This is an optimization exercise on Yosys and OpenROAD, whose aim is small area, a short achievable clock period and few clock cycles, not a production implementation. Function was checked by simulation only, so behaviour that the tests miss may differ from the original. Power is estimated from default activity; no workload was simulated.

==> flow/design.v, too long to show whole: its modules and the start of the top module <==
// module milestone1: 1333 lines
module milestone1 (
		input logic clock,
		input logic Resetn,
		input logic Enable,
		output	logic [17:0] SRAM_address,
		output 	logic [15:0] SRAM_write_data,
		output	logic SRAM_we_n,
		input		logic [15:0] SRAM_read_data,
		output   logic M1_end
);
  // ...
==> flow/flow/run.sh <==
#!/bin/bash
# Standard layout, with the port buffers made from buf_2 cells instead of the
# default delay-buffer cells, and timing repair aiming at a 15.15 ns setup margin.
export BUFFER_PORTS_ARGS="-buffer_cell sky130_fd_sc_hd__buf_2"
export SETUP_SLACK_MARGIN=15.15
bash standard.sh > standard.log 2>&1
==> flow/standard.sh <==
#!/bin/bash
# synth_recipe.tcl (not shown) runs the flow's synth.tcl, then flattens the netlist and writes it again
# the make line also repeats each setting of config.mk as NAME=value (left out here)
make -C /OpenROAD-flow-scripts/flow DESIGN_CONFIG=/design/flow/config.mk WORK_HOME=/design/flow/orfs CLKGATE_MAP_FILE= SYNTH_SCRIPT=/design/flow/synth_recipe.tcl "${@:-finish}"
==> flow/config.mk <==
export PLATFORM = sky130hd
export DESIGN_NAME = milestone1
export DESIGN_NICKNAME = milestone1
export VERILOG_FILES = /design/flow/design.v
export SDC_FILE = /design/flow/constraint.sdc
export NUM_CORES = 4
export LEC_CHECK = 0
export CAP_MARGIN = 20
export CORE_MARGIN = 2
export CORE_UTILIZATION = 40
export CTS_CLUSTER_DIAMETER = 120
export CTS_CLUSTER_SIZE = 22
export SLEW_MARGIN = 20
==> flow/constraint.sdc <==
create_clock -name core_clock -period 20.0 [get_ports {clock}]
set_input_delay 4.0000 -clock core_clock [delete_from_list [all_inputs] [get_ports {clock}]]
set_output_delay 4.0000 -clock core_clock [all_outputs]
set_load 0.01 [all_outputs]
==> reports/qor.yml, run 1 <==
status: "finished clean"
yosysSeqAreaShare: 0.364
multi_input_area_share: 0.517
r2r-start: "fsel"
synth_top_family_by_area: "adder cells"
fp.dieH_um: 233
clkCellAreaFrac: 0.0233
hold_path_end: "up3[7]"
yosysTopAreaCellShare: 0.212
synth_warnings: 1
io_buffers: 54
grt_pass1_wl_um: 78100
largest_class: "multi-input combinational cells"
p_seq_w: 0.000682
reg2reg_slack_ns: 15.22
ant_nets: 0
root_buffer: "clkbuf_16"
fin_crit_sh: 0.255
top_power_group: "sequential cells"
min_path_cells: 0
worstSetupPathType: "register to output port"
synth_most_common_cell: "inv_1"
synthSimpleGateAreaFrac: 0.0959
clock_buffer_count: 28
cts_buffers: 18
grt_pass1_vias: 14345
syn_to_final_growth_pct: 8.86
syn_inst: 1989
crit_path_top_delay_cell: "dfrtp_1"
gp_congestion: 0.928
p_sw_w: 0.000331
synth.ff_latch_count: 306
p_clk_frac: 0.309
postCtsHoldBufs: 0
power_frac_comb: 0.146
use_met3: 0.0222
synth_xor_area_frac: 0.0371
min_from: "up4[7]"
cts_resized: 37
Testbench counts, summed over its fixed seeds: cycles 775,708.
==> run 2: changes to the inputs <==
--- a/flow/design.v
+++ b/flow/design.v
@@ -20,17 +20,16 @@
 logic [7:0] up0, up1, up2, up3, up4, up5;
 logic [7:0] vp0, vp1, vp2, vp3, vp4, vp5;
 logic [7:0] st;
 logic [7:0] ylo;         
 logic [7:0] py;
 logic [9:0] pu, pv;
 logic lsel;              
 logic fsel, fsel2;       
-logic [7:0] b0reg;
 logic [10:0] l_ha, l_hb, g_ha, g_hb;
 logic l_lc, g_lc;
 logic [9:0] f_ha, f_hb;
 logic f_lc;
 wire [7:0] in_hi = SRAM_read_data[15:8];
 wire [7:0] in_lo = SRAM_read_data[7:0];
 wire frm = (state == S_FRM);
 wire tail = (col == 8'd160);
@@ -1198,18 +1197,17 @@
 	if (pos == 3'd3) begin
 		pu <= {2'b00, up3};
 		pv <= {2'b00, vp2};
 	end
 	if (pos == 3'd0) pv <= fout;    
 	if (pos == 3'd1) pu <= fout;    
 	fsel <= (pos == 3'd3);
 	fsel2 <= frm && (pos == 3'd3);
-	if (pos == 3'd1) b0reg <= lc;
-	SRAM_write_data[15:8] <= (pos == 3'd0) ? lc : (pos == 3'd2) ? b0reg : gc;
+	if (pos != 3'd2) SRAM_write_data[15:8] <= (pos == 3'd0 || pos == 3'd1) ? lc : gc;
 	SRAM_write_data[7:0] <= (pos == 3'd0) ? gc : lc;
 end
 logic u_sh, u_hi, u_lo, u_st, v_sh, v_hi, v_st, st_ld;
 logic nu_sh, nu_hi, nu_lo, nu_st, nv_sh, nv_hi, nv_st, nst_ld;
 always_comb begin
 	nu_sh = 1'b0; nu_hi = 1'b0; nu_lo = 1'b0; nu_st = 1'b0;
 	nv_sh = 1'b0; nv_hi = 1'b0; nv_st = 1'b0; nst_ld = 1'b0;
 	if (blk) begin
==> flow/flow/run.sh (replaced) <==
#!/bin/bash
# Standard layout, with the port buffers made from buf_2 cells instead of the
# default delay-buffer cells, and timing repair aiming at a 14.9 ns setup margin.
export BUFFER_PORTS_ARGS="-buffer_cell sky130_fd_sc_hd__buf_2"
export SETUP_SLACK_MARGIN=14.9
bash standard.sh > standard.log 2>&1
==> run 2 against run 1 <==
  * Via count down 1.8%
  * Worst setup slack better by 0.039 ns
  * Design area down 1.8%
  * Largest power group unchanged
==> reports/qor.yml, run 2 <==
crit_path_top_delay_cell: "edfxtp_1"
grt_pass1_wl_um: 77400  # -0.89%
io_pins: 55
max-slew-margin-rel: 0.306
syn_to_final_growth_pct: 7.48
dp.cells: 2651
rows: 83
cts.sinks: 298
gr-usage-all-layers: 0.183
synth_most_common_cell: "inv_1"
clk_path_buf_depth: 3
cap_violations: 0
startpoint: "SRAM_write_data[12]"
yosysTopAreaCellShare: 0.213  # +0.00126
layout_commonest_cell: "inv_1"
synth.ff_latch_count: 298  # -2.6%
critical-path-top-delay-family: "flip-flops"
yosysUniqueCellTypes: 75
r2r-start: "fsel"
first_pass_iters: 5
cp_num_cells: 1
grt_max_degree: 61
fmax_ghz: 0.198
hpwl_um: 38900
htreeDepth: 1
drive_gt1_frac: 0.0897
gp_congestion: 0.928  # about the same
worstPathRequired_ns: 16.00
fillCellCount: 4973
path_buf_inv: 1
cts_tree: "done"
fin_worst_skew_ns: 0.0149
stdcell_count: 2686
postCtsHoldBufs: 0  # unchanged
rsz0062_at_grt: "false"
setup_viol_count_final: 0
start_util: 0.405
ant_nets: 0  # unchanged
slowest_delay_ns: 0.39
hold_path.class: "register to register"
antenna_found_initial: 0
fin_setup_tns_ns: 0
routed_wl_um: 48400
cp-end-kind: "output port"
synthArstFlopShare: 0.0201
root_buffer: "clkbuf_16"
yosysSeqAreaShare: 0.358  # -0.00551
tightest_slew_ns: 1.04
dieArea_um2: 54000
grt-ovfl-total: 0
r2r_cells: 18
path_cells: "buf_2"
syn_avg_cell_area_um2: 10.7
hold_path_end: "up1[2]"
drc_errors: 0
final_util: 0.436
layout_min_cycle_time_ns: 5.06
most-common-layout-cells: "inv_1 (372), fa_1 (220), ha_1 (157)"
reg2reg_slack_ns: 15.18  # -0.04 ns
vias: 13654
io_buffers: 54  # unchanged
vias_per_cell: 5.08
yosys_most_used_dff: "edfxtp_1"
fin_nets: 2392
synth_warnings: 1  # unchanged
cp_max_fo: 1
worstSetupPathType: "register to output port"
syn_inst: 1960  # -1.5%
fp.dieH_um: 232  # -0.29%
slew_violations: 0
synth.largest_area_cell: "edfxtp_1"
synthesis.nets: 2357
drt_iter0_markers: 854
syn-cell-area_um2: 20900
n_antenna_cell: 0
synth_edf_count: 148
r2r_end: "f_lc"
leakage_nw: 10.2
power_density_nw_per_um2: 53.6
design.core.area_um2: 51500
ir_worst_vdd_mv: 0.0635
synth_commonest_cells: "inv_1 (373), fa_1 (220), ha_1 (158)"
clkTransAtPathRegs_ns: 0.09
critPathArrivalTime_ns: 1.06
grt_pass1_vias: 14192  # -1.1%
routedWlPerCell_um: 18.0
hold_ws_ns: 0.449
min_path_cells: 0  # unchanged
hold_viol: 0
min_from: "up2[2]"
cp-start-kind: "register"
largestRegisters: "SRAM_address: 18 flops, rgb_addr: 18 flops"
synth_area_leaders: "edfxtp_1 (21%), fa_1 (21%), dfxtp_1 (14%)"
fin_crit_sh: 0.253  # -0.00196
cts_buffers: 17  # -1
status: "finished clean"
die_width_um: 232
clkLatencyLatePin_ns: 0.53
-- run 2: worst max path at each step --
| stage | slack [ns] | endpoint |
|---|---|---|
| 6_report | 14.94 | SRAM_write_data[12] |
| 5_1_grt | 14.90 | f_lc |
| 4_1_cts | 14.91 | f_lc |
| 3_5_place_dp | 14.63 | f_lc |
| 3_3_place_gp | 14.69 | f_lc |
| 2_1_floorplan | 15.02 | f_lc |
-- run 2: what timing repair did --
| item | 4_1_cts | 5_1_grt |
|---|---|---|
| setup endpoints to repair | 6 | 6 |
| gates resized for setup | 4 | 14 |
| pin swaps | 0 | 2 |
| setup buffers | 0 | 5 |
-- run 2: kinds of logic (layout without fill, tap and decap cells) --
group	count (synthesis)	count (layout)	synth area share
multiplexers	70	70	0.0367
flip-flops	298	298	0.358
AO/OA/AOI/OAI	291	291	0.0917
adder cells (fa/ha/maj)	380	380	0.307
buffers and inverters	425	471	0.0778
XOR/XNOR	90	90	0.0378
AND/OR/NAND/NOR	406	406	0.0913
-- run 2: through the flow --
stage / total power [W] / area (um^2) / worst slack, ns
after global placement: 0.000850 / 21800 / 14.69
final: 0.00120 / 22400 / 14.94
after detailed placement: 0.000852 / 21800 / 14.63
after CTS: 0.00122 / 22300 / 14.91
after floorplan: 0.000811 / 20900 / 15.02
after global routing: 0.00126 / 22400 / 14.90
-- run 2: per-layer routing --
layer  wire length [um]  vias to the layer above  global-route usage
li1                   -                     6462                   -
met3               2240                       68              0.0251
met5                  0                        -                   0
met4               1000                        0              0.0404
met1              21900                     6852               0.251
met2              23300                      272               0.310
-- run 2: final cells by class --
class | instances | area, um^2 | share of cell area
Timing Repair Buffer | 68 | 395 | 0.0176
Tap cell | 680 | 851 | 0.0379
Clock inverter | 2 | 20.0 | 0.000892
Inverter | 373 | 1400 | 0.0624
Clock buffer | 28 | 467 | 0.0208
Sequential cell | 298 | 7480 | 0.333
Multi-Input combinational cell | 1237 | 11800 | 0.527
-- run 2: power by group --
part           switching (W)  total, W  internal [W]
registers         0.00000920  0.000666      0.000657
logic              0.0000929  0.000171     0.0000781
clock network       0.000202  0.000365      0.000164
total               0.000304   0.00120      0.000899
Testbench counts of run 2, summed over its fixed seeds: cycles 775,708.
==> run 3: changes to the inputs <==
--- a/flow/config.mk
+++ b/flow/config.mk
@@ -8,6 +8,6 @@
 export CAP_MARGIN = 20
 export CORE_MARGIN = 2
 export CORE_UTILIZATION = 40
-export CTS_CLUSTER_DIAMETER = 120
-export CTS_CLUSTER_SIZE = 22
+export CTS_CLUSTER_DIAMETER = 140
+export CTS_CLUSTER_SIZE = 26
 export SLEW_MARGIN = 20
==> run 3 against run 2 <==
  * Still clean
  * Cell count is 0.11% lower
  * Non-clock buffer count is 1 higher
  * Via count is 0.12% lower
  * Die area stayed put
  * Fmax is 0.12% lower
  * Combinational power hardly changed
  * Critical endpoint is now SRAM_address[0]
  * Highest routed layer unchanged
==> reports/qor.yml, run 3 <==
preCtsSetupSlack_ns: 14.63  # unchanged
synth_area_leaders: "edfxtp_1 (21%), fa_1 (21%), dfxtp_1 (14%)"
hpwl_um: 38900  # unchanged
fmax_ghz: 0.197  # -0.12%
hold_ws_ns: 0.453  # +0.00374 ns
yosysSeqAreaShare: 0.358  # unchanged
cp-start-kind: "register"
leakage_nw: 10.2  # -0.14%
rows: 83  # unchanged
hold_path.class: "register to register"
io_buffers: 54  # unchanged
io_pins: 55  # unchanged
synth.ff_latch_count: 298  # unchanged
synth_commonest_cells: "inv_1 (373), fa_1 (220), ha_1 (158)"
max-slew-margin-rel: 0.310  # +0.00335
sw_frac_of_total: 0.254  # +0.000797
critical-path-top-delay-family: "flip-flops"
cts.sinks: 298  # unchanged
regArea_um2: 7480  # unchanged
cts_buffers: 15  # -2
slew_violations: 0  # unchanged
cap_violations: 0  # unchanged
syn_inst: 1960  # unchanged
most-common-layout-cells: "inv_1 (372), fa_1 (220), ha_1 (157)"
worst_slack_ns: 14.93  # -0.00630 ns
layout_min_cycle_time_ns: 5.07  # +0.00630 ns
routedWlPerCell_um: 18.0  # about the same
antenna_found_initial: 0  # unchanged
grt_pass1_wl_um: 77300  # -0.15%
yosysUniqueCellTypes: 75  # unchanged
p_total_w: 0.00118  # -1.5%
fin_worst_skew_ns: 0.0240  # +0.00916 ns
n_antenna_cell: 0  # unchanged
fin_setup_tns_ns: 0  # unchanged
cp-end-kind: "output port"
vias_per_cell: 5.08  # about the same
worstSetupPathType: "register to output port"
status: "finished clean"
fin_crit_sh: 0.253  # +0.000315
layout_commonest_cell: "inv_1"
p_sw_w: 0.000300  # -1.2%
yosys_most_used_dff: "edfxtp_1"
synth_warnings: 1  # unchanged
p_seq_frac: 0.563  # +0.009
synthesis.nets: 2357  # unchanged
dieArea_um2: 54000  # unchanged
cts_tree: "done"
tightest_slew_ns: 1.04  # -0.00503 ns
syn-cell-area_um2: 20900  # unchanged
drt_iter0_markers: 912  # +6.8%
postCtsHoldBufs: 0  # unchanged
fp.dieH_um: 232  # unchanged
syn_to_final_growth_pct: 7.35
stdcell_count: 2683  # -0.11%
synth_edf_count: 148  # unchanged
yosysTopAreaCellShare: 0.213  # unchanged
worstPathRequired_ns: 16.00  # about the same
start_util: 0.405  # unchanged
drc_errors: 0  # unchanged
root_buffer: "clkbuf_16"
power_density_nw_per_um2: 52.8  # -1.4%
design.core.area_um2: 51500  # unchanged
multi_input_area_um2: 11800  # unchanged
routed_wl_um: 48300  # -0.16%
path_buf_inv: 1  # unchanged
first_pass_iters: 7  # +2
rsz0062_at_grt: "true"
synthArstFlopShare: 0.0201  # unchanged
critPathArrivalTime_ns: 1.07  # about the same
fin_nets: 2391  # -0.042%
drive_gt1_frac: 0.0899  # +0.000134
dp.cells: 2651  # unchanged
cp_max_fo: 1  # unchanged
gp_congestion: 0.928  # unchanged
ir_worst_vdd_mv: 0.0581  # -8.5%
path_cells: "buf_2"
grt_max_degree: 61  # unchanged
vias: 13637  # -0.12%
crit_path_top_delay_cell: "dfxtp_1"
power_frac_comb: 0.145  # +0.003
p_int_w: 0.000884  # -1.6%
syn_avg_cell_area_um2: 10.7  # unchanged
fillCellCount: 4976  # +0.060%
clkTransAtPathRegs_ns: 0.10  # about the same
grt-ovfl-total: 0  # unchanged
grt_pass1_vias: 14185  # -0.049%
setup_viol_count_final: 0  # unchanged
slowest_delay_ns: 0.39  # about the same
die_width_um: 232  # unchanged
largestRegisters: "SRAM_address: 18 flops, rgb_addr: 18 flops"
htreeDepth: 1  # unchanged
clk_path_buf_depth: 3  # unchanged
clkLatencyLatePin_ns: 0.53  # about the same
synth_most_common_cell: "inv_1"
synth.largest_area_cell: "edfxtp_1"
gr-usage-all-layers: 0.183  # about the same
p_clk_frac: 0.292  # -0.012
ant_nets: 0  # unchanged
hold_viol: 0  # unchanged
run 3: cell families after synthesis:
| family | Yosys count | synth area share |
|---|---|---|
| AND/OR/NAND/NOR | 406 | 0.0913 |
| buffers and inverters | 425 | 0.0778 |
| AO/OA/AOI/OAI | 291 | 0.0917 |
| flip-flops | 298 | 0.358 |
| adder cells (fa/ha/maj) | 380 | 0.307 |
| multiplexers | 70 | 0.0367 |
| XOR/XNOR | 90 | 0.0378 |
run 3: worst paths after layout:
kind                            startpoint              end  slack, ns  depth (start not counted)
min                                 up2[4]           up1[4]       0.45                          0
min reg2reg                         up2[4]           up1[4]       0.45                          0
max in group asynchronous           Resetn           pos[0]      16.57                          1
min in group asynchronous           Resetn           M1_end       3.27                          1
max                        SRAM_address[0]  SRAM_address[0]      14.93                          1
max reg2reg                           fsel             f_lc      15.17                         18
run 3: area by class of cell:
cell class                 count  share of cell area
sequential                   298               0.334
inverter                     373              0.0625
timing repair buffer          69              0.0183
clock inverter                 2             0.00112
tap                          680              0.0380
clock buffer                  24              0.0187
multi-input combinational   1237               0.528
run 3: per-layer routing:
metal	wire length, um	vias to the layer above	global-route usage
met3	2170	69	0.0261
met4	1050	0	0.0432
met1	21900	6861	0.251
met5	0	-	0
met2	23300	263	0.308
li1	-	6444	-
run 3: repair_timing:
| action | 4_1_cts | 5_1_grt |
|---|---|---|
| setup buffers | 0 | 6 |
| pin swaps | 0 | 2 |
| resized for setup | 5 | 14 |
| endpoints found under the setup margin | 6 | 9 |
run 3: power groups by stage:
stage / sequential (W) / clock, W / combinational [W]
after floorplan: 0.000677 / 0 / 0.000134
after global placement: 0.000681 / 0 / 0.000169
after detailed placement: 0.000681 / 0 / 0.000171
after CTS: 0.000667 / 0.000358 / 0.000173
after global routing: 0.000668 / 0.000379 / 0.000192
final: 0.000666 / 0.000346 / 0.000172
run 3: metrics by stage:
stage	cell area, um^2	utilization
floorplan	20900	-
global placement	21800	0.424
detailed placement	21800	0.424
CTS	22300	0.433
global route	22400	0.435
finish	22400	0.435

-- static timing again, ports no longer ideal --
The results above use ideal ports. As a check the final layouts listed here were re-extracted and re-timed, cells and wires unchanged.
Step 1: set_driving_cell puts a clkbuf_16 on clock and a buf_2 on each other input, an assumption about the parent block.
Step 2 also shifts input and output timing later by t, the mid clock arrival at the registers, as if the neighbouring blocks saw the same clock.
Slacks: no drivers / after step 1 / after step 2; pairs: no drivers / after step 1.
run | t (ns) | setup WS [ns] | hold WS [ns]
run 1 | 0.581 | 14.902 / 14.847 / 14.955 | 0.442 / 0.442 / 0.442
run 2 | 0.578 | 14.941 / 14.883 / 14.879 | 0.449 / 0.449 / 0.449
run 3 | 0.576 | 14.935 / 14.877 / 14.894 | 0.453 / 0.453 / 0.453
After both steps every run listed still meets setup and hold. The setup slack of run 2, which loses most, moves by -0.058 ns with the drivers and by -0.062 ns with both steps.
